Background: an optimization exercise with open tools, aiming at small area, a short achievable clock period and few clock cycles per item. Do not read the settings as production practice. At most, simulation tests tie the RTL to the original design; equivalence was not proved. Function not checked in runs 2 to 4: the RTL went through the layout flow alone. Power and IR drop assume default switching activity.

===== flow/flow/run.sh =====
#!/bin/bash
# The standard layout, with the port buffers made from the smallest buffer cell.
set -euo pipefail
bash standard.sh 'BUFFER_PORTS_ARGS=-buffer_cell sky130_fd_sc_hd__buf_1' finish > standard_flow.log 2>&1

===== flow/standard.sh =====
#!/bin/bash
# synth_recipe.tcl (not shown) runs the flow's synth.tcl, then flattens the netlist and writes it again
# the make line also repeats each setting of config.mk as NAME=value (left out here)
make -C /OpenROAD-flow-scripts/flow DESIGN_CONFIG=/design/flow/config.mk WORK_HOME=/design/flow/orfs CLKGATE_MAP_FILE= SYNTH_SCRIPT=/design/flow/synth_recipe.tcl "${@:-finish}"

===== flow/config.mk =====
export PLATFORM = sky130hd
export DESIGN_NAME = bubble_sort_unit
export DESIGN_NICKNAME = bubble_sort_unit
export VERILOG_FILES = /design/flow/design.v
export SDC_FILE = /design/flow/constraint.sdc
export NUM_CORES = 4
export LEC_CHECK = 0
export CAP_MARGIN = 20
export CORE_MARGIN = 2
export CORE_UTILIZATION = 40
export SLEW_MARGIN = 20

===== flow/constraint.sdc =====
create_clock -name core_clock -period 5.0 [get_ports {CLK}]
set_input_delay 1.0000 -clock core_clock [delete_from_list [all_inputs] [get_ports {CLK}]]
set_output_delay 1.0000 -clock core_clock [all_outputs]
set_load 0.01 [all_outputs]

===== flow/design.v =====
module bubble_sort_unit(
    input wire       CLK,
    input wire       RST,
    input wire       start_i,
    input wire  [8-1:0] in_data0_i,
    input wire  [8-1:0] in_data1_i,
    input wire  [8-1:0] in_data2_i,
    input wire  [8-1:0] in_data3_i,
    input wire  [8-1:0] in_data4_i,
    input wire  [8-1:0] in_data5_i,
    input wire  [8-1:0] in_data6_i,
    input wire  [8-1:0] in_data7_i,
    input wire  [8-1:0] in_data8_i,
    output wire [8-1:0] out_data0_o,
    output wire [8-1:0] out_data1_o,
    output wire [8-1:0] out_data2_o,
    output wire [8-1:0] out_data3_o,
    output wire [8-1:0] out_data4_o,
    output wire [8-1:0] out_data5_o,
    output wire [8-1:0] out_data6_o,
    output wire [8-1:0] out_data7_o,
    output wire [8-1:0] out_data8_o,
    output wire valid_o
);
    localparam W = 8;
    localparam IDLE = 2'd0;
    localparam SORT = 2'd1;
    localparam DONE = 2'd2;
    reg [1:0] state_r;
    reg       phase_r;
    reg [W-1:0] d_r [0:8];
    wire load_w = (state_r == IDLE);
    wire [W-1:0] in_w [0:8];
    assign in_w[0] = in_data0_i;
    assign in_w[1] = in_data1_i;
    assign in_w[2] = in_data2_i;
    assign in_w[3] = in_data3_i;
    assign in_w[4] = in_data4_i;
    assign in_w[5] = in_data5_i;
    assign in_w[6] = in_data6_i;
    assign in_w[7] = in_data7_i;
    assign in_w[8] = in_data8_i;
    wire [7:0] gt_w;
    wire [8:0] take_r_w, take_l_w;
    genvar i;
    generate
        for (i = 0; i < 8; i = i + 1) begin : cmp
            assign gt_w[i] = d_r[i] > d_r[i+1];
            assign take_r_w[i]   = gt_w[i] & (phase_r == i[0]);
            assign take_l_w[i+1] = gt_w[i] & (phase_r == i[0]);
        end
        assign take_r_w[8] = 1'b0;
        assign take_l_w[0] = 1'b0;
        for (i = 0; i < 9; i = i + 1) begin : regs
            always @(posedge CLK) begin
                if (load_w)
                    d_r[i] <= in_w[i];
                else if (take_r_w[i])
                    d_r[i] <= d_r[(i+1) % 9];
                else if (take_l_w[i])
                    d_r[i] <= d_r[(i+8) % 9];
            end
        end
    endgenerate
    wire sorted_w = ~|gt_w;
    always @(posedge CLK or negedge RST) begin
        if (!RST) begin
            state_r <= IDLE;
            phase_r <= 1'b0;
        end else begin
            case (state_r)
                IDLE: begin
                    phase_r <= 1'b0;
                    if (start_i) state_r <= SORT;
                end
                SORT: begin
                    phase_r <= ~phase_r;
                    if (sorted_w) state_r <= DONE;
                end
                default: begin
                    if (!start_i) state_r <= IDLE;
                end
            endcase
        end
    end
    assign valid_o = (state_r == DONE);
    assign out_data0_o = d_r[0];
    assign out_data1_o = d_r[1];
    assign out_data2_o = d_r[2];
    assign out_data3_o = d_r[3];
    assign out_data4_o = d_r[4];
    assign out_data5_o = d_r[5];
    assign out_data6_o = d_r[6];
    assign out_data7_o = d_r[7];
    assign out_data8_o = d_r[8];
endmodule

==> impl_metrics.csv, run 1 <==
group,metric,value,unit
outcome,status,"no timing/DRC/antenna violations",
placement,hpwlAfterDp,11900,um
synthesis,syn_inst,551,
route,drt_iter0_markers,224,
sta,setup_viol,0,
synthesis,syn_avg_cell_area,9.61,um^2
synthesis,synth.cell_area,0.00530,mm^2
setup_path,start_kind,"flip-flop",
sta,worstMarginPinSlew,1050,ps
sta,rsz0062_at_grt,"false",
clock_tree,clk_pin_slew,60,ps
global_route,grt_overflow,0,
die,io_pins,148,
synthesis,synth_edf_count,72,
sta,timing.fmax,0.341,GHz
synthesis,synth_cell_type_count,28,
synthesis,synth_flop_cell,"edfxtp_1",
synthesis,synth_nets,690,
layout,drive_gt1_frac,0.0402,
power,p_per_area,886,mW/mm^2
setup_path,crit_path_top_delay_cell,"a211oi_2",
job,drv_cap,0,
layout,antenna-diode-count,0,
route,drtAntennaViolNets,0,
die,core,0.0131,mm^2
layout,final_common_cell,"buf_1",
synthesis,ys_async_sr_fraction,0.0400,
global_route,track_usage,0.223,
route,drt-pass1-iter-count,5,
clock_tree,insertion_delay,350,ps
route,vias,4704,
clock_tree,ctsHtreeMaxLevel,3,
setup_path,slowest_delay,810,ps
clock_tree,cts_made_buffers,9,
synthesis,synth_top_area_cell,"edfxtp_1",
die,fp.dieArea,0.0142,mm^2
sta,tns,0,ps
setup_path,crit_buf_inv,0,
setup_path,critPathMaxFanout,10,
die,row_count,42,
synthesis,synth.top_cell.area_share,0.408,
sta,slew_viol_final,0,
setup_path,worstPathRequired,5000,ps
clock_tree,tritoncts,"done",
die,fp.dieH,119,um
global_route,grt_pass1_wl,24400,um
sta,layout_worst_path_cycle_share,0.587,
die,dieWidth,119,um
route,wl,15500,um
route,remaining_drc_errors,0,
layout,areaGrowthSynthToFinish,19.6,%
clock_tree,holdBufCountCts,0,
layout,nets,831,
setup_path,timing_worst_setup_path_type,"flip-flop to flip-flop",
setup_path,crit_family,"compound AO/OA/AOI/OAI gates",
placement,post-place-cells,854,
global_route,grt_start_max_net_pins,67,
sta,period_minus_slack,2930,ps
sta,maxSlewHeadroom,0.298,
synthesis,ys_top_cells_by_area,"edfxtp_1 (41%), ha_1 (15%), mux2i_1 (11%), o21ai_0 (5.6%), inv_1 (4.8%)",
global_route,antenna_found_initial,0,
route,drt-wirelength-per-cell,17.7,um
setup_path,crit_chain,"ha_1, nand4_1, a21o_1, a211oi_2, or3_1",
route,viasPerCell,5.39,
synthesis,ys_seq_area_frac,0.422,
clock_tree,cts_sinks,75,
clock_tree,cts.repair.resized,0,
layout,instances_no_fill,873,
sta,clock_skew,5.88,ps
clock_tree,cts.path.max_buffers,2,
hold_path,hold_path_class,"input port to async pin",
clock_tree,cts_root_buf,"clkbuf_16",
placement,numPortBuffers,147,
sta,hold_viol_final,0,
synthesis,ys_seq_elements,75,
die,start_util,0.405,
power,p_leak,2.63,nW
placement,gp_congestion,0.845,
setup_path,cp_data_arrival_time,2930,ps
setup_path,cp-end-kind,"flip-flop",
layout,most-common-layout-cells,"buf_1 (147), edfxtp_1 (72), inv_1 (68), ha_1 (64), nand2_1 (63)",
synthesis,yosys_warnings,2,
power,ir_worst_vdd,0.396,mV
global_route,grt_pass1_vias,4614,
clock_tree,post_cts_buffers,0,
==> final timing paths <==
path / start / to / slack [ps] / cells after the start
max: d_r[6][6] / d_r[7][2] / 2070 / 5
min: RST / state_r[1] / 460 / 1
max reg2reg: d_r[6][6] / d_r[7][2] / 2070 / 5
min reg2reg: state_r[1] / state_r[1] / 580 / 2
max in group asynchronous: RST / phase_r / 4380 / 1
min in group core_clock: state_r[1] / state_r[1] / 580 / 2
==> registers in the layout, indices dropped and copies added, names as in the netlist <==
signal   cells
d_r         72
state_r      2
phase_r      1
==> synth_stat cells, types with 12 or more instances <==
| cell | n |
|---|---|
| nand4_1 | 17 |
| inv_1 | 68 |
| a21oi_1 | 45 |
| mux2i_1 | 56 |
| edfxtp_1 | 72 |
| clkbuf_1 | 16 |
| nand2_1 | 63 |
| nor2_1 | 21 |
| o21ai_0 | 59 |
| o211ai_1 | 12 |
| ha_1 | 64 |
==> cells by family (layout without fill, tap and decap cells) <==
| group | count (synthesis) | count (layout) | synth area share |
|---|---|---|---|
| adders and majority gates | 65 | 65 | 0.153 |
| and+or+nand+nor | 129 | 129 | 0.111 |
| AOI/OAI and AO/OA | 135 | 135 | 0.139 |
| DFF | 75 | 75 | 0.422 |
| buffers and inverters | 91 | 237 | 0.0694 |
| muxes | 56 | 56 | 0.106 |
==> metal layers <==
| layer | part of all wire | vias up | track usage | wire length (um) |
|---|---|---|---|---|
| li1 | - | 2267 | - | - |
| met1 | 0.44 | 2249 | 0.296 | 6830 |
| met2 | 0.46 | 163 | 0.353 | 7140 |
| met3 | 0.074 | 25 | 0.0666 | 1150 |
| met4 | 0.022 | 0 | 0.0640 | 335 |
| met5 | 0 | - | 0 | 0 |
==> worst register-to-register path: cells and delay by family, from the launching register on <==
family | cells | cell delay, ps
simple gates | 2 | 640
compound gates | 2 | 1030
fa+ha+maj | 1 | 380
flops | 1 | 530
==> power by group <==
part,total [mW],switching (mW),leakage [nW],internal [mW]
sequential,1.91,0.522,0.726,1.39
combinational,3.01,1.81,1.75,1.20
clock,0.691,0.261,0.146,0.430
total,5.61,2.59,2.63,3.02
==> layout make-up <==
class | instances | area (um^2)
Multi-Input combinational cell | 385 | 2720
Clock inverter | 7 | 82.6
Tap cell | 176 | 220
Sequential cell | 75 | 2240
Fill cell | 1262 | 6750
Clock buffer | 9 | 225
Timing Repair Buffer | 153 | 597
Inverter | 68 | 255
==> through the flow <==
stage	utilization	hold slack, ps	power [mW]	setup slack (ps)	area (um^2)
floorplan	-	481	3.85	2470	5300
global placement	0.458	560	4.77	1840	6000
detailed placement	0.459	570	4.89	1870	6000
CTS	0.482	453	5.60	1860	6310
global route	0.484	467	6.09	1930	6330
finish	0.484	460	5.61	2070	6330
Testbench counts, summed over its fixed seeds: cycles 26,749, items 2,400.
==> inputs of run 2 (changes only) <==
==> flow/design.v (replaced) <==
module bubble_sort_unit(
    input wire       CLK,
    input wire       RST,
    input wire       start_i,
    input wire  [8-1:0] in_data0_i,
    input wire  [8-1:0] in_data1_i,
    input wire  [8-1:0] in_data2_i,
    input wire  [8-1:0] in_data3_i,
    input wire  [8-1:0] in_data4_i,
    input wire  [8-1:0] in_data5_i,
    input wire  [8-1:0] in_data6_i,
    input wire  [8-1:0] in_data7_i,
    input wire  [8-1:0] in_data8_i,
    output wire [8-1:0] out_data0_o,
    output wire [8-1:0] out_data1_o,
    output wire [8-1:0] out_data2_o,
    output wire [8-1:0] out_data3_o,
    output wire [8-1:0] out_data4_o,
    output wire [8-1:0] out_data5_o,
    output wire [8-1:0] out_data6_o,
    output wire [8-1:0] out_data7_o,
    output wire [8-1:0] out_data8_o,
    output wire valid_o
);
    localparam W = 8;
    reg         busy_r;
    reg         phase_r;
    reg [W-1:0] d_r [0:8];
    reg [7:0]   gt_r;
    wire [W-1:0] in_w [0:8];
    assign in_w[0] = in_data0_i;
    assign in_w[1] = in_data1_i;
    assign in_w[2] = in_data2_i;
    assign in_w[3] = in_data3_i;
    assign in_w[4] = in_data4_i;
    assign in_w[5] = in_data5_i;
    assign in_w[6] = in_data6_i;
    assign in_w[7] = in_data7_i;
    assign in_w[8] = in_data8_i;
    wire [8:0]   take_r_w, take_l_w;
    wire [W-1:0] nx_w [0:8];
    genvar i;
    generate
        for (i = 0; i < 8; i = i + 1) begin : sw
            assign take_r_w[i]   = gt_r[i] & (phase_r == i[0]);
            assign take_l_w[i+1] = gt_r[i] & (phase_r == i[0]);
        end
        assign take_r_w[8] = 1'b0;
        assign take_l_w[0] = 1'b0;
        for (i = 0; i < 9; i = i + 1) begin : regs
            assign nx_w[i] = !busy_r      ? in_w[i] :
                             take_r_w[i]  ? d_r[(i+1) % 9] :
                             take_l_w[i]  ? d_r[(i+8) % 9] :
                                            d_r[i];
            always @(posedge CLK) d_r[i] <= nx_w[i];
        end
        for (i = 0; i < 8; i = i + 1) begin : cmp
            always @(posedge CLK) gt_r[i] <= nx_w[i] > nx_w[i+1];
        end
    endgenerate
    always @(posedge CLK or negedge RST) begin
        if (!RST) begin
            busy_r  <= 1'b0;
            phase_r <= 1'b0;
        end else begin
            busy_r  <= start_i;
            phase_r <= busy_r & ~phase_r;
        end
    end
    assign valid_o = busy_r & ~|gt_r;
    assign out_data0_o = d_r[0];
    assign out_data1_o = d_r[1];
    assign out_data2_o = d_r[2];
    assign out_data3_o = d_r[3];
    assign out_data4_o = d_r[4];
    assign out_data5_o = d_r[5];
    assign out_data6_o = d_r[6];
    assign out_data7_o = d_r[7];
    assign out_data8_o = d_r[8];
endmodule
==> run 2 against run 1 <==
Still clean on timing, DRC and antenna. Maximum frequency down 9.2%. Count of clock-buffer cells in the layout grew 2. Worst hold slack worse by 23 ps. Clock skew up 0.81 ps. Setup slack got worse by 300 ps. Synthesized cell count increased by 30%. Register-to-register slack got worse by 300 ps. Die area is 21% higher. Clock power decreased by 0.7%. Core utilization down 1.8 points. Non-clock buffer count fell by 4. Critical endpoint is now gt_r[2]. Largest cell class unchanged.
==> impl_metrics.csv, run 2 <==
group,metric,value,unit
route,drt-pass1-iter-count,4,
global_route,grt_overflow,0,
layout,areaGrowthSynthToFinish,14.0,%
setup_path,slowest_delay,970,ps
hold_path,hold_path_class,"input port to async pin",
sta,period_minus_slack,3230,ps
global_route,grt_pass1_vias,5435,
placement,placed_area,0.00707,mm^2
setup_path,crit_buf_inv,1,
synthesis,syn_avg_cell_area,9.03,um^2
outcome,status,"no timing/DRC/antenna violations",
route,vias,5447,
synthesis,ys_seq_elements,82,
setup_path,timing_worst_setup_path_type,"flip-flop to flip-flop",
die,fp.dieArea,0.0172,mm^2
setup_path,worstPathRequired,5230,ps
clock_tree,cts_made_buffers,9,
layout,most-common-layout-cells,"buf_1 (147), mux2i_1 (119), dfxtp_1 (80), inv_1 (67), a21oi_1 (58)",
sta,slew_viol_final,0,
clock_tree,holdBufCountCts,0,
setup_path,crit_path_top_delay_cell,"dfrtp_4",
route,wl,16300,um
synthesis,synth_xor_area_frac,0.0379,
clock_tree,clk_pin_slew,60,ps
route,remaining_drc_errors,0,
power,ir_worst_vdd,0.198,mV
clock_tree,ctsHtreeMaxLevel,3,
power,p_per_area,535,mW/mm^2
route,route.met3.wl,732,um
setup_path,cp-end-kind,"flip-flop",
layout,nets,953,
layout,fin_area,0.00738,mm^2
clock_tree,tritoncts,"done",
sta,timing.fmax,0.310,GHz
power,power_frac_seq,0.329,
power,swShare,0.426,
power,p_comb_frac,0.497,
synthesis,syn_inst,717,
layout,largest_register_ffs,72,
power,p_leak,3.32,nW
synthesis,ys_async_sr_fraction,0.0244,
route,viasPerCell,5.16,
setup_path,cp_data_arrival_time,3460,ps
synthesis,synth_most_common_cell,"mux2i_1",
synthesis,synthAdderAreaFrac,0.100,
clock_tree,cts.repair.resized,0,
die,dieWidth,131,um
sta,tns,0,ps
synthesis,ys_top_cells_by_area,"dfxtp_1 (25%), mux2i_1 (18%), ha_1 (8.5%), mux2_2 (6.8%), a21oi_1 (4.5%)",
die,core,0.0158,mm^2
synthesis,synth_nets,836,
sta,layout_worst_path_cycle_share,0.646,
sta,rsz0062_at_grt,"false",
die,fp.dieH,131,um
global_route,grt_start_max_net_pins,114,
sta,setup_viol,0,
synthesis,ys_top_cells_by_count,"mux2i_1 (119), dfxtp_1 (80), inv_1 (67), a21oi_1 (58), ha_1 (44)",
route,wl_met1,8130,um
setup_path,reg2reg_slack,1770,ps
clock_tree,post_cts_buffers,0,
route,drt_iter0_markers,363,
power,power_frac_clock,0.174,
route,drtAntennaViolNets,0,
synthesis,synth_flop_cell,"dfxtp_1",
layout,antenna-diode-count,0,
clock_tree,cts_sinks,82,
synthesis,synth_top_area_cell,"dfxtp_1",
synthesis,ys_seq_area_frac,0.255,
placement,numPortBuffers,147,
sta,worstMarginPinSlew,1020,ps
layout,regMostFlops,"d_r",
synthesis,synth_mux_area_frac,0.263,
setup_path,crit_family,"compound AO/OA/AOI/OAI gates",
sta,maxSlewHeadroom,0.316,
clock_tree,cts.path.max_buffers,2,
placement,hpwlAfterDp,12500,um
global_route,grt_pass1_wl,27300,um
synthesis,synth.cell_area,0.00647,mm^2
clock_tree,insertion_delay,350,ps
setup_path,crit_chain,"nand2b_1, o22ai_1, or3_1, o21ai_0, inv_1, ha_1, a21o_1, a21o_1, a21o_1, a211o_1, a31oi_1, a211oi_1",
placement,gp_congestion,0.789,
layout,nFillCells,1631,
sta,clock_skew,6.70,ps
die,row_count,46,
synthesis,yosys_warnings,2,
layout,final_common_cell,"buf_1",
global_route,antenna_found_initial,0,
route,drt-wirelength-per-cell,15.5,um
power,intPower,2.27,mW
synthesis,synth_edf_count,0,
synthesis,synth.top_cell.area_share,0.247,
synthesis,synth_top_family_by_area,"multiplexers",
layout,multi_input_area,0.00431,mm^2
global_route,track_usage,0.192,
die,start_util,0.409,
setup_path,cp_common_cell,"a21o_1",
clock_tree,cts_root_buf,"clkbuf_16",
setup_path,critPathMaxFanout,74,
layout,largestRegisters,"d_r: 72 flops, gt_r: 8 flops",
synthesis,synth_compound_area_frac,0.168,
synthesis,yosys.area_share.simple,0.0974,
setup_path,start_kind,"flip-flop",
job,drv_cap,0,
die,io_pins,148,
layout,regArea,0.00166,mm^2
power,power_switching,1.68,mW
route,route.met2.wl,7270,um
sta,hold_viol_final,0,
route,dr.max_layer_used,"met4",
layout,drive_gt1_frac,0.0882,
synthesis,synth_cell_type_count,57,
## run 2: layer usage
layer	GRT usage	vias up
met5	0	-
met4	0.0586	0
met3	0.0386	13
met2	0.299	95
met1	0.267	2531
li1	-	2808
## run 2: worst paths after layout
path	start	end	cells after the start
max	phase_r	gt_r[2]	12
min	RST	busy_r	1
max reg2reg	phase_r	gt_r[2]	12
min reg2reg	d_r[8][1]	d_r[8][1]	2
max in group asynchronous	RST	phase_r	1
min in group core_clock	d_r[8][1]	d_r[8][1]	2
## run 2: cells by family after synthesis
kind of cell | count (synthesis)
AO/OA/AOI/OAI | 166
multiplexers | 163
AND/OR/NAND/NOR | 115
buffers and inverters | 110
flip-flops | 82
adder cells (fa/ha/maj) | 53
XOR/XNOR | 28
## run 2: cell type report
type                            count  area share
Tap cell                          216      0.0366
Multi-Input combinational cell    525       0.584
Clock buffer                       11      0.0343
Sequential cell                    82       0.225
Inverter                           67      0.0341
Clock inverter                      5     0.00712
Timing Repair Buffer              149      0.0785
## run 2: metrics by stage
| step | worst slack (ps) | hold WS, ps | util | cells | power (mW) |
|---|---|---|---|---|---|
| final | 1770 | 437 | 0.466 | 1055 | 3.95 |
| after global routing | 1540 | 446 | 0.466 | 1055 | 4.30 |
| after CTS | 1780 | 431 | 0.466 | 1055 | 3.97 |
| after detailed placement | 1790 | 585 | 0.447 | 1039 | 3.27 |
| after global placement | 1810 | 574 | 0.447 | 1039 | 3.25 |
| after floorplan | 2000 | 591 | - | 717 | 2.79 |
## run 2: power groups by stage
stage	combinational [mW]	clock [mW]	sequential, mW
global placement	1.94	0	1.31
CTS	1.97	0.701	1.30
floorplan	1.69	0	1.10
detailed placement	1.96	0	1.31
global route	2.22	0.726	1.36
finish	1.96	0.686	1.30
==> inputs of run 3 (changes only) <==
--- a/flow/design.v
+++ b/flow/design.v
@@ -40,4 +40,23 @@
     wire [8:0]   take_r_w, take_l_w;
     wire [W-1:0] nx_w [0:8];
+    function automatic gt8(input [7:0] a, input [7:0] b);
+        reg [7:0] g1, e1;
+        reg [3:0] g2, e2;
+        reg [1:0] g3, e3;
+        integer n;
+        begin
+            g1 = a & ~b;
+            e1 = ~(a ^ b);
+            for (n = 0; n < 4; n = n + 1) begin
+                g2[n] = g1[2*n+1] | (e1[2*n+1] & g1[2*n]);
+                e2[n] = e1[2*n+1] & e1[2*n];
+            end
+            for (n = 0; n < 2; n = n + 1) begin
+                g3[n] = g2[2*n+1] | (e2[2*n+1] & g2[2*n]);
+                e3[n] = e2[2*n+1] & e2[2*n];
+            end
+            gt8 = g3[1] | (e3[1] & g3[0]);
+        end
+    endfunction
     genvar i;
     generate
@@ -56,5 +75,5 @@
         end
         for (i = 0; i < 8; i = i + 1) begin : cmp
-            always @(posedge CLK) gt_r[i] <= nx_w[i] > nx_w[i+1];
+            always @(posedge CLK) gt_r[i] <= gt8(nx_w[i], nx_w[i+1]);
         end
     endgenerate
==> run 3 against run 2 <==
Global-route usage fell by 0.37 points. Sequential power barely moved. Sequential share of layout area rose by 1.9 points. Critical path type is now flip-flop to output pin. Largest cell class unchanged. Highest routed layer unchanged.
==> impl_metrics.csv, run 3 <==
group,metric,value,unit
synthesis,ys_seq_elements,82,
clock_tree,clk_pin_slew,70,ps
layout,most-common-layout-cells,"buf_1 (147), mux2i_1 (94), dfxtp_1 (80), a21oi_1 (64), inv_1 (58)",
power,p_comb_frac,0.470,
route,wl,15400,um
layout,regMostFlops,"d_r",
clock_tree,post_cts_buffers,0,
die,fp.dieH,126,um
placement,post-place-cells,953,
sta,clock_skew,11.0,ps
synthesis,synth.top_cell.area_share,0.270,
synthesis,synth_most_common_cell,"mux2i_1",
sta,tns,0,ps
layout,nets,904,
sta,period_minus_slack,3120,ps
synthesis,synth_top_area_cell,"dfxtp_1",
synthesis,syn_avg_cell_area,8.97,um^2
global_route,grt_overflow,0,
route,drt_iter0_markers,213,
layout,antenna-diode-count,0,
die,row_count,44,
die,core,0.0145,mm^2
clock_tree,holdBufCountCts,0,
setup_path,crit_chain,"inv_2, nor4_1, buf_1",
synthesis,ys_async_sr_fraction,0.0244,
global_route,grt_pass1_vias,5000,
power,p_leak,3.02,nW
sta,slew_viol_final,0,
synthesis,ys_top_cells_by_count,"mux2i_1 (94), dfxtp_1 (80), a21oi_1 (64), inv_1 (58), ha_1 (48)",
synthesis,synth_flop_cell,"dfxtp_1",
sta,setup_viol,0,
hold_path,hold_path_class,"input port to async pin",
setup_path,slowest_delay,870,ps
setup_path,start_kind,"flip-flop",
clock_tree,ctsHtreeMaxLevel,3,
sta,hold_viol_final,0,
sta,layout_worst_path_cycle_share,0.624,
setup_path,crit_family,"flip-flops",
die,fp.dieArea,0.0158,mm^2
die,start_util,0.408,
setup_path,worstPathRequired,4000,ps
global_route,antenna_found_initial,0,
layout,drive_gt1_frac,0.103,
synthesis,ys_top_cells_by_area,"dfxtp_1 (27%), mux2i_1 (16%), ha_1 (10%), mux2_2 (8.5%), a211oi_1 (5.8%)",
layout,largest_register_ffs,72,
clock_tree,cts_root_buf,"clkbuf_16",
setup_path,cp_data_arrival_time,2120,ps
setup_path,critPathMaxFanout,53,
power,p_per_area,532,mW/mm^2
power,power_switching,1.54,mW
synthesis,synth_cell_type_count,45,
power,power_frac_seq,0.359,
synthesis,ys_seq_area_frac,0.278,
route,drtAntennaViolNets,0,
power,swShare,0.425,
global_route,track_usage,0.188,
sta,timing.fmax,0.320,GHz
setup_path,timing_worst_setup_path_type,"flip-flop to output pin",
synthesis,syn_inst,661,
route,remaining_drc_errors,0,
outcome,status,"no timing/DRC/antenna violations",
layout,instances_no_fill,970,
placement,gp_congestion,0.833,
power,ir_worst_vdd,0.201,mV
synthesis,synth.cell_area,0.00593,mm^2
route,drt-pass1-iter-count,4,
placement,numPortBuffers,147,
sta,holdWs,457,ps
setup_path,crit_buf_inv,2,
global_route,grt_start_max_net_pins,61,
layout,areaGrowthSynthToFinish,14.7,%
layout,utilization,0.468,
clock_tree,insertion_delay,340,ps
clock_tree,cts.repair.resized,0,
clock_tree,cts.path.max_buffers,2,
route,drt-wirelength-per-cell,15.8,um
job,drv_cap,0,
layout,largestRegisters,"d_r: 72 flops, gt_r: 8 flops",
layout,final_common_cell,"buf_1",
sta,rsz0062_at_grt,"false",
setup_path,crit_path_top_delay_cell,"dfrtp_4",
sta,maxSlewHeadroom,0.318,
placement,hpwlAfterDp,11800,um
synthesis,synth_nets,784,
clock_tree,tritoncts,"done",
setup_path,cp-end-kind,"output pin",
clock_tree,cts_sinks,82,
synthesis,synth_edf_count,0,
die,dieWidth,126,um
clock_tree,cts_made_buffers,9,
global_route,grt_pass1_wl,24400,um
power,power_frac_clock,0.171,
route,vias,5169,
synthesis,yosys_warnings,2,
power,intPower,2.08,mW
sta,worstMarginPinSlew,1020,ps
route,viasPerCell,5.33,
die,io_pins,148,
## run 3: power groups by stage
stage               Clock, mW  Combinational [mW]  Sequential (mW)
CTS                     0.642                1.68             1.32
global placement            0                1.63             1.31
global route            0.667                1.93             1.35
finish                  0.620                1.70             1.30
floorplan                   0                1.47             1.10
detailed placement          0                1.66             1.33
## run 3: cells by family after synthesis
family                   synth area share
multiplexers                        0.244
AND/OR/NAND/NOR                     0.111
XOR/XNOR                          0.00886
buffers and inverters              0.0760
AO/OA/AOI/OAI                       0.176
flip-flops                          0.278
adder cells (fa/ha/maj)             0.105
## run 3: cell type report
type | count | area (um^2)
Fill cell | 1483 | 7730
Multi-Input combinational cell | 477 | 3830
Sequential cell | 82 | 1660
Timing Repair Buffer | 150 | 582
Clock buffer | 13 | 260
Tap cell | 184 | 230
Inverter | 61 | 229
Clock inverter | 3 | 15.0
## run 3: layer usage
| layer | vias to the layer above | wire length, um | share of wire | GRT usage |
|---|---|---|---|---|
| li1 | 2614 | - | - | - |
| met1 | 2426 | 7550 | 0.49 | 0.254 |
| met2 | 115 | 6850 | 0.45 | 0.303 |
| met3 | 14 | 772 | 0.050 | 0.0429 |
| met4 | 0 | 190 | 0.012 | 0.0517 |
| met5 | - | 0 | 0 | 0 |
## run 3: through the flow
step / worst slack (ps) / power, mW / cell area, um^2
floorplan: 2520 / 2.56 / 5930
global placement: 2160 / 2.94 / 6510
detailed placement: 1990 / 2.99 / 6510
CTS: 1860 / 3.64 / 6790
global route: 1730 / 3.95 / 6800
finish: 1880 / 3.62 / 6800
## run 3: path summary, 6_finish.rpt
path,from,endpoint,slack (ps),depth (start not counted)
worst min-delay path,RST,busy_r,460,1
worst min register to register,d_r[0][7],d_r[0][7],600,2
worst max register to register,phase_r,gt_r[0],1990,9
min in group core_clock,d_r[0][7],d_r[0][7],600,2
worst max-delay path,busy_r,valid_o,1880,3
max in group asynchronous,RST,phase_r,4360,1
==> inputs of run 4 (changes only) <==
--- a/flow/config.mk
+++ b/flow/config.mk
@@ -9,3 +9,4 @@
 export CORE_MARGIN = 2
 export CORE_UTILIZATION = 40
+export SETUP_SLACK_MARGIN = 2.6
 export SLEW_MARGIN = 20
==> run 4 against run 3 <==
Still clean on timing, DRC and antenna. Core utilization rose by 2.4 points. Worst hold slack got worse by 22 ps. Non-clock buffer count rose by 14. Synthesized area did not move. Critical path depth rose by 1. Sequential cell count did not move. Clock skew fell by 6.3 ps. Setup slack improved by 690 ps. Critical endpoint unchanged. Largest cell class unchanged. Highest routed layer unchanged.
==> impl_metrics.csv, run 4 <==
group,metric,value,unit
outcome,status,"no timing/DRC/antenna violations",
job,drv_cap,0,
synthesis,synth_mux_area_frac,0.244,
setup_path,cp_data_arrival_time,1430,ps
die,fp.dieH,126,um
layout,most-common-layout-cells,"buf_1 (146), mux2i_1 (94), dfxtp_1 (72), a21oi_1 (62), inv_1 (58)",
layout,regArea,0.00169,mm^2
power,ir_worst_vdd,0.224,mV
power,p_comb_frac,0.488,
setup_path,timing_worst_setup_path_type,"flip-flop to output pin",
layout,final_common_cell,"buf_1",
setup_path,cp-end-kind,"output pin",
power,swShare,0.418,
synthesis,ys_top_cells_by_count,"mux2i_1 (94), dfxtp_1 (80), a21oi_1 (64), inv_1 (58), ha_1 (48)",
synthesis,ys_seq_area_frac,0.278,
sta,timing.fmax,0.412,GHz
placement,numPortBuffers,147,
setup_path,crit_chain,"nor4_4, nand2_1, nor4_2, buf_2",
global_route,grt_pass1_wl,26200,um
route,wl,16600,um
die,start_util,0.408,
layout,antenna-diode-count,0,
route,viasPerCell,5.37,
synthesis,synth_edf_count,0,
setup_path,crit_family,"simple AND/OR/NAND/NOR gates",
die,io_pins,148,
clock_tree,cts_made_buffers,9,
setup_path,slowest_delay,360,ps
synthesis,syn_inst,661,
synthesis,synth_cell_type_count,45,
global_route,grt_start_max_net_pins,36,
route,drt-pass1-iter-count,5,
clock_tree,cts_root_buf,"clkbuf_16",
layout,nFillCells,1408,
clock_tree,tritoncts,"done",
placement,hpwlAfterDp,11700,um
synthesis,ys_top_cells_by_area,"dfxtp_1 (27%), mux2i_1 (16%), ha_1 (10%), mux2_2 (8.5%), a211oi_1 (5.8%)",
synthesis,syn_avg_cell_area,8.97,um^2
sta,setup_viol,0,
global_route,antenna_found_initial,0,
setup_path,crit_path_top_delay_cell,"dfxtp_4",
layout,multi_input_area,0.00391,mm^2
layout,nets,918,
route,drtAntennaViolNets,0,
setup_path,worstPathRequired,4000,ps
synthesis,yosys_warnings,2,
power,p_leak,3.17,nW
synthesis,synth_top_family_by_area,"multiplexers",
synthesis,synth_compound_area_frac,0.176,
global_route,grt_pass1_vias,5307,
placement,gp_congestion,0.875,
global_route,track_usage,0.205,
route,drt-wirelength-per-cell,16.8,um
die,fp.dieArea,0.0158,mm^2
synthesis,synth.cell_area,0.00593,mm^2
layout,largest_register_ffs,72,
synthesis,synth.top_cell.area_share,0.270,
sta,tns,0,ps
power,power_frac_clock,0.195,
sta,period_minus_slack,2430,ps
global_route,grt_overflow,0,
placement,place_ws,2170,ps
die,dieWidth,126,um
sta,layout_worst_path_cycle_share,0.486,
sta,hold_viol_final,0,
synthesis,synthAdderAreaFrac,0.105,
clock_tree,insertion_delay,340,ps
power,power_switching,1.63,mW
clock_tree,clk_pin_slew,60,ps
sta,slew_viol_final,0,
setup_path,start_kind,"flip-flop",
die,row_count,44,
clock_tree,cts.path.max_buffers,2,
route,remaining_drc_errors,0,
power,p_per_area,547,mW/mm^2
clock_tree,cts_sinks,82,
synthesis,synth_top_area_cell,"dfxtp_1",
power,intPower,2.28,mW
hold_path,hold_path_class,"input port to async pin",
layout,largestRegisters,"d_r: 72 flops, gt_r: 8 flops",
sta,clock_skew,4.68,ps
layout,regMostFlops,"d_r",
synthesis,ys_async_sr_fraction,0.0244,
route,drt_iter0_markers,256,
layout,areaGrowthSynthToFinish,20.5,%
synthesis,synth_xor_area_frac,0.00886,
synthesis,synth_flop_cell,"dfxtp_1",
sta,fin_ws,2570,ps
synthesis,synth_most_common_cell,"mux2i_1",
sta,rsz0062_at_grt,"true",
sta,maxSlewHeadroom,0.634,
clock_tree,ctsHtreeMaxLevel,3,
synthesis,synth_nets,784,
synthesis,ys_seq_elements,82,
setup_path,critPathMaxFanout,2,
sta,worstMarginPinSlew,549,ps
synthesis,yosys.area_share.simple,0.111,
die,core,0.0145,mm^2
power,power_frac_seq,0.317,
setup_path,crit_buf_inv,1,
layout,drive_gt1_frac,0.148,
route,vias,5285,
run 4: cell counts after synthesis:
Identical to the previous run, type by type.
run 4: kinds of logic after synthesis:
family          after synthesis
fa+ha+maj                    50
mux                         139
compound gates              161
simple gates                121
buf+inv                     102
flops                        82
xor+xnor                      6
run 4: worst reg2reg max path, delay by kind of cell (launching register included):
| family | cells | cell delay [ps] |
|---|---|---|
| flip-flops | 1 | 370 |
| AND/OR/NAND/NOR | 3 | 390 |
| multiplexers | 1 | 210 |
| buffers and inverters | 3 | 470 |
| adder cells (fa/ha/maj) | 1 | 340 |
| AO/OA/AOI/OAI | 3 | 410 |
run 4: area by class of cell:
| class | instances | area share |
|---|---|---|
| clock inverters | 6 | 0.0147 |
| inverters | 61 | 0.0320 |
| well taps | 184 | 0.0322 |
| flip-flops and latches | 82 | 0.236 |
| multi-input cells | 477 | 0.547 |
| repair buffers | 164 | 0.106 |
| clock buffers | 10 | 0.0320 |
run 4: path summary, 6_finish.rpt:
path / startpoint / endpoint / slack, ps / cells past startpoint
min reg2reg: d_r[7][0] / d_r[8][0] / 590 / 2
max reg2reg: gt_r[2] / gt_r[3] / 2680 / 11
max: gt_r[3] / valid_o / 2570 / 4
max in group asynchronous: RST / phase_r / 4420 / 1
min: RST / busy_r / 440 / 1
min in group core_clock: d_r[7][0] / d_r[8][0] / 590 / 2
run 4: stage by stage:
| step | std cells | instance area, um^2 | util | total power, mW | hold slack (ps) |
|---|---|---|---|---|---|
| floorplan | 661 | 5940 | - | 2.56 | 571 |
| global placement | 954 | 6530 | 0.449 | 2.94 | 570 |
| detailed placement | 954 | 6530 | 0.449 | 3.00 | 592 |
| CTS | 981 | 7030 | 0.484 | 3.85 | 433 |
| global route | 984 | 7140 | 0.492 | 4.23 | 431 |
| finish | 984 | 7140 | 0.492 | 3.91 | 436 |
run 4: timing repair:
item / 4_1_cts / 5_1_grt
pin swaps: 0 / 1
resized for setup: 21 / 21
endpoints found under the setup margin: 9 / 9
hold buffers: 0 / 0
setup buffers: 11 / 3
run 4: power by group through the flow:
| stage | Sequential (mW) | Clock [mW] | Combinational (mW) |
|---|---|---|---|
| after floorplan | 1.10 | 0 | 1.47 |
| after global placement | 1.31 | 0 | 1.63 |
| after detailed placement | 1.33 | 0 | 1.67 |
| after CTS | 1.24 | 0.776 | 1.83 |
| after global routing | 1.29 | 0.809 | 2.13 |
| final | 1.24 | 0.762 | 1.91 |
run 4: per-layer routing:
metal / vias up / wire [um] / GRT usage
li1: 2655 / - / -
met1: 2490 / 7990 / 0.271
met2: 124 / 7490 / 0.328
met3: 16 / 832 / 0.0531
met4: 0 / 261 / 0.0633
met5: - / 0 / 0
==> inputs of run 5 (changes only) <==
--- a/flow/design.v
+++ b/flow/design.v
@@ -68,8 +68,12 @@
         assign take_l_w[0] = 1'b0;
         for (i = 0; i < 9; i = i + 1) begin : regs
-            assign nx_w[i] = !busy_r      ? in_w[i] :
-                             take_r_w[i]  ? d_r[(i+1) % 9] :
-                             take_l_w[i]  ? d_r[(i+8) % 9] :
-                                            d_r[i];
+            wire s_in = ~busy_r;
+            wire s_r  = busy_r & take_r_w[i];
+            wire s_l  = busy_r & take_l_w[i];
+            wire s_h  = busy_r & ~take_r_w[i] & ~take_l_w[i];
+            assign nx_w[i] = ({W{s_in}} & in_w[i])
+                           | ({W{s_r}}  & d_r[(i+1) % 9])
+                           | ({W{s_l}}  & d_r[(i+8) % 9])
+                           | ({W{s_h}}  & d_r[i]);
             always @(posedge CLK) d_r[i] <= nx_w[i];
         end
--- a/flow/config.mk
+++ b/flow/config.mk
@@ -9,4 +9,3 @@
 export CORE_MARGIN = 2
 export CORE_UTILIZATION = 40
-export SETUP_SLACK_MARGIN = 2.6
 export SLEW_MARGIN = 20
==> run 5 against run 4 <==
Cell count is 6.3% lower. Critical path depth is 6 higher. Via count is 1.8% lower. Global-route usage is 3.1 points higher. Synthesized area is 14% lower. Clock skew is 2.5 ps higher. Non-clock buffer count is 15 lower. Count of clock-buffer cells in the layout is 2 higher. Largest power group unchanged.
==> impl_metrics.csv, run 5 <==
group,metric,value,unit
placement,placed_area,0.00571,mm^2
sta,timing.fmax,0.311,GHz
sta,slew_viol_final,0,
synthesis,syn_inst,624,
setup_path,crit_family,"compound AO/OA/AOI/OAI gates",
layout,areaGrowthSynthToFinish,18.0,%
layout,utilization,0.480,
setup_path,start_kind,"flip-flop",
layout,most-common-layout-cells,"buf_1 (147), inv_1 (93), dfxtp_1 (80), nand2_1 (61), ha_1 (56)",
synthesis,synth.cell_area,0.00510,mm^2
layout,regMostFlops,"d_r",
placement,hpwlAfterDp,12600,um
setup_path,worstPathRequired,5220,ps
synthesis,synth_compound_area_frac,0.287,
route,remaining_drc_errors,0,
sta,hold_viol_final,0,
layout,multi_input_area,0.00293,mm^2
global_route,grt_pass1_wl,24900,um
setup_path,critPathMaxFanout,44,
clock_tree,cts.path.max_buffers,2,
placement,gp_congestion,0.878,
synthesis,ys_top_cells_by_count,"inv_1 (93), dfxtp_1 (80), nand2_1 (61), ha_1 (56), o21ai_0 (43)",
layout,drive_gt1_frac,0.0253,
sta,rsz0062_at_grt,"false",
clock_tree,clk_pin_slew,60,ps
synthesis,ys_seq_area_frac,0.324,
sta,holdWs,440,ps
hold_path,hold_path_class,"input port to async pin",
synthesis,synth_flop_cell,"dfxtp_1",
clock_tree,cts.repair.resized,0,
global_route,antenna_found_initial,0,
power,intPower,1.75,mW
sta,setup_viol,0,
sta,period_minus_slack,3220,ps
sta,worstMarginPinSlew,969,ps
setup_path,crit_buf_inv,0,
sta,tns,0,ps
route,drt_iter0_markers,437,
die,fp.dieH,117,um
clock_tree,cts_root_buf,"clkbuf_16",
route,drtAntennaViolNets,0,
clock_tree,cts_sinks,82,
global_route,grt_overflow,0,
outcome,status,"no timing/DRC/antenna violations",
placement,place_ws,1790,ps
clock_tree,tritoncts,"done",
synthesis,synthAdderAreaFrac,0.137,
setup_path,cp_common_cell,"o21ai_0",
setup_path,cp_data_arrival_time,3440,ps
synthesis,synth_edf_count,0,
sta,maxSlewHeadroom,0.354,
route,wl,16100,um
synthesis,ys_seq_elements,82,
synthesis,synth_top_area_cell,"dfxtp_1",
setup_path,timing_worst_setup_path_type,"flip-flop to flip-flop",
global_route,track_usage,0.235,
synthesis,synth_nets,755,
synthesis,syn_avg_cell_area,8.17,um^2
power,p_comb_frac,0.399,
layout,largestRegisters,"d_r: 72 flops, gt_r: 8 flops",
clock_tree,post_cts_buffers,0,
die,dieWidth,117,um
synthesis,synth_cell_type_count,40,
global_route,grt_pass1_vias,4997,
layout,nets,876,
die,io_pins,148,
sta,clock_skew,7.19,ps
route,drt-pass1-iter-count,5,
global_route,grt_start_max_net_pins,45,
power,p_per_area,500,mW/mm^2
setup_path,slowest_delay,800,ps
layout,final_common_cell,"buf_1",
synthesis,yosys_warnings,2,
setup_path,cp-end-kind,"flip-flop",
die,core,0.0125,mm^2
power,swShare,0.418,
placement,numPortBuffers,147,
synthesis,synth_xor_area_frac,0,
synthesis,synth_top_family_by_area,"compound AO/OA/AOI/OAI gates",
die,row_count,41,
sta,layout_worst_path_cycle_share,0.644,
power,power_frac_clock,0.227,
setup_path,crit_chain,"nor2b_1, and2_1, nand2_1, o21ai_0, a221oi_1, ha_1, a21oi_1, o21ai_0, a2111oi_0, a2bb2oi_1",
clock_tree,holdBufCountCts,0,
clock_tree,ctsHtreeMaxLevel,3,
layout,largest_register_ffs,72,
setup_path,crit_path_top_delay_cell,"dfrtp_2",
layout,fin_area,0.00601,mm^2
clock_tree,cts_made_buffers,9,
layout,regArea,0.00165,mm^2
job,drv_cap,0,
die,start_util,0.407,
power,p_leak,2.75,nW
synthesis,ys_async_sr_fraction,0.0244,
clock_tree,insertion_delay,350,ps
synthesis,synth_most_common_cell,"inv_1",
synthesis,synth_mux_area_frac,0.0295,
layout,antenna-diode-count,0,
layout,nFillCells,1317,
die,fp.dieArea,0.0137,mm^2
sta,fin_ws,1780,ps
route,viasPerCell,5.63,
synthesis,synth.top_cell.area_share,0.314,
route,drt-wirelength-per-cell,17.4,um
power,power_switching,1.26,mW
synthesis,yosys.area_share.simple,0.121,
power,ir_worst_vdd,0.193,mV
route,vias,5192,
synthesis,ys_top_cells_by_area,"dfxtp_1 (31%), ha_1 (14%), a221o_1 (7.9%), inv_1 (6.8%), a221oi_1 (6.2%)",
power,power_frac_seq,0.374,
## run 5: layer usage
layer,vias up,global-route usage,share of wire
met5,-,0,0
met2,201,0.408,0.48
met1,2453,0.298,0.45
met3,24,0.0350,0.056
li1,2514,-,-
met4,0,0.0847,0.018
## run 5: final cells by class
| type | count | share of cell area |
|---|---|---|
| multi-input cells | 410 | 0.487 |
| flip-flops and latches | 82 | 0.275 |
| repair buffers | 149 | 0.0943 |
| inverters | 93 | 0.0581 |
| clock inverters | 4 | 0.00853 |
| clock buffers | 12 | 0.0410 |
| well taps | 172 | 0.0358 |
## run 5: final timing paths
path / startpoint / end / slack, ps / cells after the start
max in group asynchronous: RST / busy_r / 4410 / 1
min in group core_clock: d_r[0][0] / d_r[0][0] / 560 / 2
max reg2reg: busy_r / gt_r[4] / 1780 / 10
min reg2reg: d_r[0][0] / d_r[0][0] / 560 / 2
min: RST / phase_r / 440 / 1
max: busy_r / gt_r[4] / 1780 / 10
## run 5: cells by family (layout without fill, tap and decap cells)
group / Yosys count / after routing
compound gates: 205 / 205
mux: 15 / 15
flops: 82 / 82
fa+ha+maj: 56 / 56
simple gates: 134 / 134
buf+inv: 132 / 258
## run 5: power groups by stage
stage | logic, mW | clock network (mW) | registers, mW
final | 1.20 | 0.682 | 1.12
after global routing | 1.37 | 0.715 | 1.15
after CTS | 1.20 | 0.689 | 1.12
after detailed placement | 1.19 | 0 | 1.13
after global placement | 1.16 | 0 | 1.13
after floorplan | 0.804 | 0 | 1.09
## run 5: stage by stage
step	cells	power (mW)
global route	922	3.23
detailed placement	906	2.32
global placement	906	2.29
CTS	922	3.01
finish	922	3.00
floorplan	624	1.89
Testbench counts of run 5, summed over its fixed seeds: cycles 24,349, items 2,400.
==> inputs of run 6 (changes only) <==
--- a/flow/config.mk
+++ b/flow/config.mk
@@ -9,3 +9,4 @@
 export CORE_MARGIN = 2
 export CORE_UTILIZATION = 40
+export SETUP_SLACK_MARGIN = 2.6
 export SLEW_MARGIN = 20
==> run 6 against run 5 <==
Maximum frequency up 32%. Register-to-register slack improved by 780 ps. Wire length grew 16%. Still clean on timing, DRC and antenna. Global-route usage is 2.9 points higher. Worst hold slack worse by 1.7 ps. Sequential power increased by 4%. Cell count is 6.1% higher.
==> impl_metrics.csv, run 6 <==
group,metric,value,unit
die,core,0.0125,mm^2
die,io_pins,148,
synthesis,synth_flop_cell,"dfxtp_1",
layout,nFillCells,1197,
route,vias,5697,
global_route,grt_pass1_wl,27800,um
sta,clock_skew,4.11,ps
setup_path,crit_family,"compound AO/OA/AOI/OAI gates",
setup_path,crit_path_top_delay_cell,"dfrtp_4",
route,drt_iter0_markers,581,
sta,rsz0062_at_grt,"true",
synthesis,synth_most_common_cell,"inv_1",
synthesis,ys_top_cells_by_area,"dfxtp_1 (31%), ha_1 (14%), a221o_1 (7.9%), inv_1 (6.8%), a221oi_1 (6.2%)",
sta,worstMarginPinSlew,578,ps
route,drtAntennaViolNets,0,
route,drt-wirelength-per-cell,19.1,um
setup_path,worstPathRequired,5220,ps
layout,final_common_cell,"buf_1",
layout,largestRegisters,"d_r: 72 flops, gt_r: 8 flops",
layout,drive_gt1_frac,0.194,
setup_path,start_kind,"flip-flop",
clock_tree,clk_pin_slew,60,ps
job,drv_cap,0,
die,fp.dieArea,0.0137,mm^2
setup_path,crit_buf_inv,4,
sta,hold_viol_final,0,
die,start_util,0.407,
clock_tree,cts_made_buffers,9,
clock_tree,ctsHtreeMaxLevel,3,
layout,areaGrowthSynthToFinish,39.4,%
setup_path,endpoint,"gt_r[2]",
hold_path,hold_path_class,"input port to async pin",
global_route,grt_pass1_vias,5376,
route,viasPerCell,5.83,
synthesis,ys_top_cells_by_count,"inv_1 (93), dfxtp_1 (80), nand2_1 (61), ha_1 (56), o21ai_0 (43)",
synthesis,yosys_warnings,2,
synthesis,ys_async_sr_fraction,0.0244,
synthesis,ys_seq_area_frac,0.324,
setup_path,cp_data_arrival_time,2660,ps
clock_tree,tritoncts,"done",
setup_path,crit_chain,"buf_6, buf_6, buf_12, o21ai_1, a221oi_4, buf_4, ha_1, a211o_1, a31oi_1, o21ai_1",
layout,largest_register_ffs,72,
placement,post-place-cells,906,
route,drt-pass1-iter-count,6,
synthesis,synth_cell_type_count,40,
layout,most-common-layout-cells,"buf_1 (146), inv_1 (87), dfxtp_1 (78), nand2_1 (61), ha_1 (43)",
clock_tree,cts_root_buf,"clkbuf_16",
setup_path,r2r-end,"gt_r[2]",
synthesis,ys_seq_elements,82,
global_route,antenna_found_initial,0,
die,row_count,41,
setup_path,path_depth,10,
setup_path,reg2regPathDepth,10,
power,ir_worst_vdd,0.189,mV
synthesis,syn_inst,624,
synthesis,synth.cell_area,0.00510,mm^2
global_route,grt_overflow,0,
route,wl_met1,7680,um
die,fp.dieH,117,um
clock_tree,cts.path.max_buffers,2,
placement,hpwlAfterDp,12700,um
route,route.met3.wl,1240,um
sta,period_minus_slack,2440,ps
placement,gp_congestion,0.887,
placement,numPortBuffers,147,
global_route,grt_start_max_net_pins,42,
route,wl,18700,um
global_route,track_usage,0.265,
setup_path,critPathMaxFanout,13,
route,dr.max_layer_used,"met4",
synthesis,syn_avg_cell_area,8.17,um^2
synthesis,synth_edf_count,0,
layout,fin_area,0.00710,mm^2
layout,antenna-diode-count,0,
setup_path,timing_worst_setup_path_type,"flip-flop to flip-flop",
die,dieWidth,117,um
layout,nets,932,
synthesis,synth_nets,755,
sta,slew_viol_final,0,
placement,placed_area,0.00577,mm^2
route,remaining_drc_errors,0,
sta,setup_viol,0,
setup_path,reg2reg_slack,2560,ps
sta,tns,0,ps
setup_path,slowest_delay,530,ps
power,p_leak,3.16,nW
power,power,3.47,mW
setup_path,cp-end-kind,"flip-flop",
clock_tree,cts_sinks,82,
layout,instances_no_fill,978,
sta,layout_worst_path_cycle_share,0.487,
synthesis,synth.top_cell.area_share,0.314,
outcome,status,"no timing/DRC/antenna violations",
power,p_per_area,488,mW/mm^2
layout,regMostFlops,"d_r",
sta,timing.fmax,0.411,GHz
synthesis,synth_top_area_cell,"dfxtp_1",
setup_path,r2r-start,"busy_r",
setup_path,crit_start,"busy_r",
route,route.met2.wl,9400,um
clock_tree,insertion_delay,350,ps
sta,maxSlewHeadroom,0.614,
## run 6: cell types whose count changed in the layout (fill, tap and decap cells not counted), moves of 7 or more
cell / previous run / this run
a21oi_1: 34 / 26
a21oi_2: 0 / 7
a221oi_1: 36 / 19
a221oi_2: 0 / 13
and3_1: 8 / 0
and3_4: 0 / 10
buf_4: 2 / 36
buf_6: 0 / 8
ha_1: 56 / 43
ha_4: 0 / 11
o21ai_0: 43 / 26
o21ai_1: 13 / 24
## run 6: power breakdown
part / switching, mW / total (mW) / internal [mW] / leakage, nW
logic: 0.873 / 1.65 / 0.774 / 2.33
clock network: 0.276 / 0.652 / 0.376 / 0.143
registers: 0.326 / 1.17 / 0.845 / 0.696
total: 1.47 / 3.47 / 1.99 / 3.16
## run 6: logic make-up (layout without fill, tap and decap cells)
family,Yosys count,in the layout,share of synthesized area
AOI/OAI and AO/OA,205,205,0.287
buffers and inverters,132,306,0.101
DFF,82,82,0.324
adders and majority gates,56,56,0.137
muxes,15,15,0.0295
and+or+nand+nor,134,142,0.121
## run 6: timing repair
| item | in CTS | in global routing |
|---|---|---|
| hold buffers | 0 | 0 |
| setup endpoints to repair | 9 | 9 |
| pin swaps | 40 | 21 |
| setup buffers | 33 | 13 |
| gates cloned | 8 | 2 |
| gates resized for setup | 89 | 48 |
## run 6: area by class of cell
class / instances / area [um^2] / area share
Clock buffer: 14 / 274 / 0.0386
Inverter: 93 / 357 / 0.0502
Clock inverter: 2 / 10.0 / 0.00141
Timing Repair Buffer: 197 / 1050 / 0.148
Tap cell: 172 / 215 / 0.0303
Sequential cell: 82 / 1660 / 0.234
Multi-Input combinational cell: 418 / 3540 / 0.498
## run 6: worst min path at each step
stage | start | end | cells past startpoint
4_1_cts | RST | busy_r | 1
2_1_floorplan | phase_r | phase_r | 1
5_1_grt | RST | busy_r | 1
3_3_place_gp | d_r[0][0] | d_r[0][0] | 2
6_report | RST | busy_r | 1
3_5_place_dp | d_r[0][0] | d_r[0][0] | 2
## run 6: per-layer routing
metal / GRT usage / vias to the layer above
met4: 0.0863 / 0
met3: 0.0412 / 38
met1: 0.320 / 2731
met5: 0 / -
met2: 0.481 / 276
li1: - / 2652
## run 6: per-stage QoR
step,worst slack (ps),hold WS (ps),util
final,2560,438,0.567
after global routing,2470,451,0.567
after CTS,2570,451,0.538
after detailed placement,1740,545,0.461
after global placement,1890,539,0.461
after floorplan,2520,521,-
## run 6: worst reg2reg max path, cell delays in order (launching register included)
cell	delay [ps]
dfrtp_4	530
buf_6	160
buf_6	160
buf_12	160
o21ai_1	280
a221oi_4	60
buf_4	160
ha_1	300
a211o_1	290
a31oi_1	140
o21ai_1	80
==> inputs of run 7 (changes only) <==
==> flow/flow/run.sh (replaced) <==
#!/bin/bash
# The standard layout, with the port buffers made from the smallest buffer
# cell and a clock tree of smaller buffers without dummy loads.
set -euo pipefail
bash standard.sh \
  'BUFFER_PORTS_ARGS=-buffer_cell sky130_fd_sc_hd__buf_1' \
  'CTS_ARGS=-sink_clustering_enable -repair_clock_nets -dont_use_dummy_load -buf_list sky130_fd_sc_hd__clkbuf_8' \
  finish > standard_flow.log 2>&1
--- a/flow/config.mk
+++ b/flow/config.mk
@@ -9,4 +9,4 @@
 export CORE_MARGIN = 2
 export CORE_UTILIZATION = 40
-export SETUP_SLACK_MARGIN = 2.6
+export SETUP_SLACK_MARGIN = 2.0
 export SLEW_MARGIN = 20
==> run 7 against run 6 <==
Sequential power shrank 4%. Synthesized cell count did not move. Wire length shrank 13%. Worst hold slack got worse by 6.5 ps. Highest routed layer unchanged.
==> impl_metrics.csv, run 7 <==
group,metric,value,unit
global_route,antenna_found_initial,0,
job,drv_cap,0,
route,vias,5202,
clock_tree,clk_pin_slew,80,ps
route,wl,16300,um
sta,timing.fmax,0.359,GHz
layout,utilization,0.470,
synthesis,synth_nets,755,
placement,numPortBuffers,147,
synthesis,synth_flop_cell,"dfxtp_1",
layout,largestRegisters,"d_r: 72 flops, gt_r: 8 flops",
setup_path,r2r-start,"busy_r",
setup_path,critPathMaxFanout,15,
power,p_leak,2.68,nW
power,power_frac_seq,0.412,
sta,hold_viol_final,0,
setup_path,crit_chain,"nor2b_1, and2_1, nand2_1, o21ai_0, a221o_1, ha_1, a21oi_1, nor2_1, a211oi_1, o21ai_1",
clock_tree,cts.path.max_buffers,2,
sta,setup_viol,0,
die,core,0.0125,mm^2
synthesis,ys_top_cells_by_area,"dfxtp_1 (31%), ha_1 (14%), a221o_1 (7.9%), inv_1 (6.8%), a221oi_1 (6.2%)",
global_route,track_usage,0.234,
synthesis,synth_edf_count,0,
synthesis,synth.top_cell.area_share,0.314,
clock_tree,cts_sinks,82,
route,viasPerCell,5.67,
layout,nets,878,
die,fp.dieArea,0.0137,mm^2
power,intPower,1.52,mW
power,swShare,0.444,
sta,layout_worst_path_cycle_share,0.557,
sta,holdWs,432,ps
clock_tree,tritoncts,"done",
power,power_switching,1.21,mW
layout,largest_register_ffs,72,
sta,worstMarginPinSlew,583,ps
synthesis,ys_top_cells_by_count,"inv_1 (93), dfxtp_1 (80), nand2_1 (61), ha_1 (56), o21ai_0 (43)",
setup_path,cp_data_arrival_time,3020,ps
layout,drive_gt1_frac,0.0309,
clock_tree,insertion_delay,370,ps
die,start_util,0.407,
clock_tree,ctsHtreeMaxLevel,3,
clock_tree,cts_made_buffers,9,
synthesis,ys_async_sr_fraction,0.0244,
global_route,grt_overflow,0,
synthesis,syn_avg_cell_area,8.17,um^2
layout,areaGrowthSynthToFinish,15.4,%
route,drt-pass1-iter-count,6,
synthesis,synth_most_common_cell,"inv_1",
sta,slew_viol_final,0,
layout,regMostFlops,"d_r",
global_route,grt_pass1_vias,5002,
layout,final_common_cell,"buf_1",
global_route,grt_pass1_wl,24800,um
setup_path,r2r-end,"gt_r[2]",
sta,tns,0,ps
power,ir_worst_vdd,0.185,mV
setup_path,cp-end-kind,"flip-flop",
setup_path,reg2regPathDepth,10,
route,drt-wirelength-per-cell,17.7,um
route,remaining_drc_errors,0,
sta,clock_skew,20.0,ps
sta,maxSlewHeadroom,0.611,
sta,fin_ws,2210,ps
die,fp.dieH,117,um
synthesis,synth_top_area_cell,"dfxtp_1",
synthesis,synth.cell_area,0.00510,mm^2
setup_path,endpoint,"gt_r[2]",
power,p_per_area,463,mW/mm^2
setup_path,reg2reg_slack,2210,ps
synthesis,synth_cell_type_count,40,
die,row_count,41,
placement,place_ws,1790,ps
setup_path,timing_worst_setup_path_type,"flip-flop to flip-flop",
sta,period_minus_slack,2790,ps
hold_path,hold_path_class,"input port to async pin",
setup_path,crit_start,"busy_r",
global_route,grt_start_max_net_pins,45,
layout,antenna-diode-count,0,
power,p_comb_frac,0.445,
synthesis,yosys_warnings,2,
synthesis,ys_seq_area_frac,0.324,
route,drtAntennaViolNets,0,
layout,most-common-layout-cells,"buf_1 (147), inv_1 (93), dfxtp_1 (80), nand2_1 (61), ha_1 (56)",
route,drt_iter0_markers,438,
die,io_pins,148,
setup_path,crit_path_top_delay_cell,"dfrtp_4",
setup_path,start_kind,"flip-flop",
power,power_frac_clock,0.143,
synthesis,ys_seq_elements,82,
setup_path,slowest_delay,520,ps
layout,fin_area,0.00588,mm^2
layout,nFillCells,1335,
outcome,status,"no timing/DRC/antenna violations",
placement,hpwlAfterDp,12600,um
sta,rsz0062_at_grt,"false",
placement,gp_congestion,0.878,
synthesis,syn_inst,624,
die,dieWidth,117,um
setup_path,worstPathRequired,5240,ps
placement,placed_area,0.00571,mm^2
clock_tree,cts_root_buf,"clkbuf_8",
-- run 7: changes by cell type in the layout (fill, tap and decap cells not counted), moves of 12 or more --
cell      delta
o21ai_0     +17
a221oi_2    -12
ha_1        +13
a221oi_1    +16
buf_4       -33
-- run 7: area by class of cell --
class,count,area (um^2),area share
multi-input combinational,410,2950,0.501
inverter,93,349,0.0594
sequential,82,1660,0.282
tap,172,215,0.0366
clock buffer,9,124,0.0211
timing repair buffer,151,589,0.100
-- run 7: what timing repair did --
item	CTS	global route
buffers inserted	0	2
setup endpoints to repair	7	6
hold buffers	0	0
gates resized for setup	6	3
-- run 7: kinds of logic after synthesis --
family,Yosys count,synth area share
muxes,15,0.0295
adders and majority gates,56,0.137
DFF,82,0.324
buffers and inverters,132,0.101
and+or+nand+nor,134,0.121
AOI/OAI and AO/OA,205,0.287
-- run 7: stage by stage --
stage	power (mW)	instances
after global routing	2.94	917
final	2.72	917
after CTS	2.72	915
after global placement	2.29	906
after detailed placement	2.32	906
after floorplan	1.89	624
-- run 7: critical path: cells and delay by family, from the launching register on --
kind / cells / cell delay (ps)
fa+ha+maj: 1 / 250
flops: 1 / 520
simple gates: 4 / 1020
compound gates: 5 / 880
-- run 7: power groups by stage --
stage,Clock (mW),Combinational (mW),Sequential (mW)
3_5_place_dp,0,1.19,1.13
6_report,0.389,1.21,1.12
2_1_floorplan,0,0.804,1.09
3_3_place_gp,0,1.16,1.13
4_1_cts,0.396,1.20,1.12
5_1_grt,0.420,1.38,1.14
-- run 7: worst min-delay path by stage --
stage / to / slack, ps / from / depth (start not counted)
5_1_grt: busy_r / 440 / RST / 1
2_1_floorplan: phase_r / 520 / phase_r / 1
3_5_place_dp: d_r[0][0] / 550 / d_r[0][0] / 2
3_3_place_gp: d_r[0][0] / 530 / d_r[0][0] / 2
6_report: busy_r / 430 / RST / 1
4_1_cts: busy_r / 430 / RST / 1
-- run 7: per-layer routing --
| metal | wire length, um | vias up | track usage |
|---|---|---|---|
| met1 | 7270 | 2455 | 0.297 |
| met2 | 7810 | 215 | 0.405 |
| li1 | - | 2512 | - |
| met5 | 0 | - | 0 |
| met4 | 209 | 0 | 0.0886 |
| met3 | 967 | 20 | 0.0335 |
==> inputs of run 8 (changes only) <==
--- a/flow/config.mk
+++ b/flow/config.mk
@@ -9,4 +9,4 @@
 export CORE_MARGIN = 2
 export CORE_UTILIZATION = 40
-export SETUP_SLACK_MARGIN = 2.0
+export SETUP_SLACK_MARGIN = 2.6
 export SLEW_MARGIN = 20
==> run 8 against run 7 <==
Setup slack improved by 390 ps. Still clean on timing, DRC and antenna. Largest cell class unchanged. Via count rose by 5.5%. Critical path type is now flip-flop to output pin. Critical path depth fell by 7. Count of clock-buffer cells in the layout stayed put.
==> impl_metrics.csv, run 8 <==
group,metric,value,unit
clock_tree,cts_sinks,82,
global_route,grt_pass1_vias,5196,
layout,areaGrowthSynthToFinish,32.6,%
layout,most-common-layout-cells,"buf_1 (146), inv_1 (89), dfxtp_1 (80), nand2_1 (61), ha_1 (49)",
synthesis,syn_avg_cell_area,8.17,um^2
clock_tree,clk_pin_slew,70,ps
die,start_util,0.407,
synthesis,ys_top_cells_by_area,"dfxtp_1 (31%), ha_1 (14%), a221o_1 (7.9%), inv_1 (6.8%), a221oi_1 (6.2%)",
synthesis,yosys_warnings,2,
layout,antenna-diode-count,0,
clock_tree,cts_made_buffers,9,
route,drt_iter0_markers,402,
route,drt-wirelength-per-cell,18.5,um
sta,period_minus_slack,2400,ps
die,fp.dieArea,0.0137,mm^2
sta,timing.fmax,0.417,GHz
setup_path,cp_data_arrival_time,1400,ps
setup_path,reg2reg_slack,2600,ps
hold_path,hold_path_class,"input port to async pin",
clock_tree,ctsHtreeMaxLevel,3,
power,ir_worst_vdd,0.177,mV
layout,final_common_cell,"buf_1",
sta,worstMarginPinSlew,587,ps
setup_path,reg2regPathDepth,9,
die,row_count,41,
synthesis,synth_nets,755,
synthesis,synth_cell_type_count,40,
route,remaining_drc_errors,0,
setup_path,r2r-end,"gt_r[1]",
setup_path,start_kind,"flip-flop",
layout,regArea,0.00166,mm^2
power,p_leak,3.03,nW
synthesis,synth.top_cell.area_share,0.314,
sta,clock_skew,10.8,ps
route,wl,17700,um
synthesis,synth_flop_cell,"dfxtp_1",
setup_path,r2r-start,"busy_r",
synthesis,ys_seq_area_frac,0.324,
clock_tree,insertion_delay,370,ps
sta,holdWs,414,ps
sta,maxSlewHeadroom,0.609,
clock_tree,tritoncts,"done",
global_route,grt_overflow,0,
synthesis,syn_inst,624,
setup_path,cp-end-kind,"output pin",
setup_path,critPathMaxFanout,3,
synthesis,ys_async_sr_fraction,0.0244,
sta,hold_viol_final,0,
layout,multi_input_area,0.00336,mm^2
sta,layout_worst_path_cycle_share,0.480,
route,viasPerCell,5.75,
clock_tree,cts_root_buf,"clkbuf_8",
sta,slew_viol_final,0,
global_route,antenna_found_initial,0,
outcome,status,"no timing/DRC/antenna violations",
placement,numPortBuffers,147,
clock_tree,cts.path.max_buffers,2,
route,vias,5490,
sta,setup_viol,0,
synthesis,synth_top_area_cell,"dfxtp_1",
setup_path,timing_worst_setup_path_type,"flip-flop to output pin",
clock_tree,holdBufCountCts,0,
sta,rsz0062_at_grt,"true",
placement,gp_congestion,0.887,
synthesis,synth_edf_count,0,
synthesis,ys_seq_elements,82,
synthesis,synth.cell_area,0.00510,mm^2
job,drv_cap,0,
die,dieWidth,117,um
die,core,0.0125,mm^2
synthesis,ys_top_cells_by_count,"inv_1 (93), dfxtp_1 (80), nand2_1 (61), ha_1 (56), o21ai_0 (43)",
sta,tns,0,ps
layout,drive_gt1_frac,0.151,
global_route,grt_pass1_wl,26700,um
layout,regMostFlops,"d_r",
synthesis,synth_most_common_cell,"inv_1",
layout,nFillCells,1236,
route,drt-pass1-iter-count,5,
layout,largest_register_ffs,72,
placement,hpwlAfterDp,12700,um
setup_path,worstPathRequired,4000,ps
die,io_pins,148,
power,p_per_area,453,mW/mm^2
layout,nets,916,
layout,largestRegisters,"d_r: 72 flops, gt_r: 8 flops",
global_route,track_usage,0.253,
power,power,3.06,mW
die,fp.dieH,117,um
global_route,grt_start_max_net_pins,30,
route,drtAntennaViolNets,0,
## run 8: cell counts after synthesis
No cell type changed its count.
## run 8: area by class of cell
cell class / count / area share
Multi-Input combinational cell: 413 / 0.497
Sequential cell: 82 / 0.245
Timing Repair Buffer: 186 / 0.154
Inverter: 93 / 0.0528
Tap cell: 172 / 0.0319
Clock buffer: 9 / 0.0183
## run 8: routing by layer
layer | GRT usage | part of all wire | vias up | wire length, um
met5 | 0 | 0 | - | 0
met4 | 0.0800 | 0.017 | 0 | 302
li1 | - | - | 2602 | -
met3 | 0.0376 | 0.068 | 30 | 1200
met1 | 0.307 | 0.41 | 2629 | 7280
met2 | 0.460 | 0.50 | 229 | 8930
## run 8: how the worst max path moves through the flow
| stage | cells past startpoint | endpoint | slack, ps | from |
|---|---|---|---|---|
| 2_1_floorplan | 13 | gt_r[4] | 2520 | phase_r |
| 3_3_place_gp | 10 | gt_r[4] | 1890 | busy_r |
| 3_5_place_dp | 10 | gt_r[4] | 1740 | busy_r |
| 4_1_cts | 9 | gt_r[1] | 2570 | busy_r |
| 5_1_grt | 11 | gt_r[4] | 2490 | phase_r |
| 6_report | 3 | valid_o | 2600 | gt_r[1] |
## run 8: kinds of logic (layout without fill, tap and decap cells)
logic type / count (synthesis) / in the layout / share of synthesized area
compound gates: 205 / 205 / 0.287
simple gates: 134 / 137 / 0.121
buf+inv: 132 / 288 / 0.101
flops: 82 / 82 / 0.324
fa+ha+maj: 56 / 56 / 0.137
mux: 15 / 15 / 0.0295
## run 8: worst max-delay path, stage by stage, from the launching register on
cell and delay, ps:
dfxtp_1 350, nor4_2 320, and4_4 260, buf_6 100
## run 8: power by group
part	switching [mW]	total, mW	internal (mW)	leakage, nW
registers	0.311	1.15	0.842	0.696
logic	0.817	1.52	0.701	2.27
clock network	0.230	0.391	0.161	0.0647
total	1.36	3.06	1.70	3.03
## run 8: metrics by stage
step           cell area [um^2]   util  cells  worst slack [ps]
6_report                   6760  0.540    955              2600
5_1_grt                    6760  0.540    955              2490
4_1_cts                    6390  0.511    941              2570
3_5_place_dp               5770  0.461    906              1740
3_3_place_gp               5770  0.461    906              1890
2_1_floorplan              5190      -    624              2520
## run 8: timing repair
action,CTS,global route
gates cloned,4,4
setup endpoints to repair,9,9
buffers inserted,22,10
pin swaps,16,23
resized for setup,77,33

==> separate check: timing with driven ports <==
In the flow no input, the clock included, has a driving cell. The finished layouts below were timed again as built, in two steps.
Step 1 assumes that a clkbuf_16 drives the clock port and a buf_2 every other input.
Step 2 adds t to the input delays and takes it off the output delays; t is the mean of the earliest and latest rising clock arrival at the registers after step 1. Input paths then give back, and output paths get back, about the clock's delay inside the block.
a / b / c = no drivers / after step 1 / after step 2; a / b = the first two.
| run | t (ns) | setup slack, ns | clock arrival spread, ns |
|---|---|---|---|
| run 1 | 0.380 | 2.067 / 2.067 / 2.067 | 0.006 / 0.006 |
| run 2 | 0.384 | 1.769 / 1.769 / 1.769 | 0.009 / 0.009 |
| run 3 | 0.367 | 1.880 / 1.843 / 1.985 | 0.011 / 0.011 |
| run 4 | 0.383 | 2.570 / 2.525 / 2.571 | 0.007 / 0.007 |
| run 5 | 0.385 | 1.780 / 1.780 / 1.780 | 0.008 / 0.008 |
| run 6 | 0.385 | 2.565 / 2.565 / 2.391 | 0.006 / 0.006 |
| run 7 | 0.395 | 2.214 / 2.214 / 2.214 | 0.021 / 0.021 |
| run 8 | 0.401 | 2.601 / 2.566 / 2.432 | 0.013 / 0.013 |
After both steps setup and hold are still met in every run listed. For run 6, which loses most, drivers alone change the setup slack by 0.000 ns; drivers and shift together by -0.174 ns.
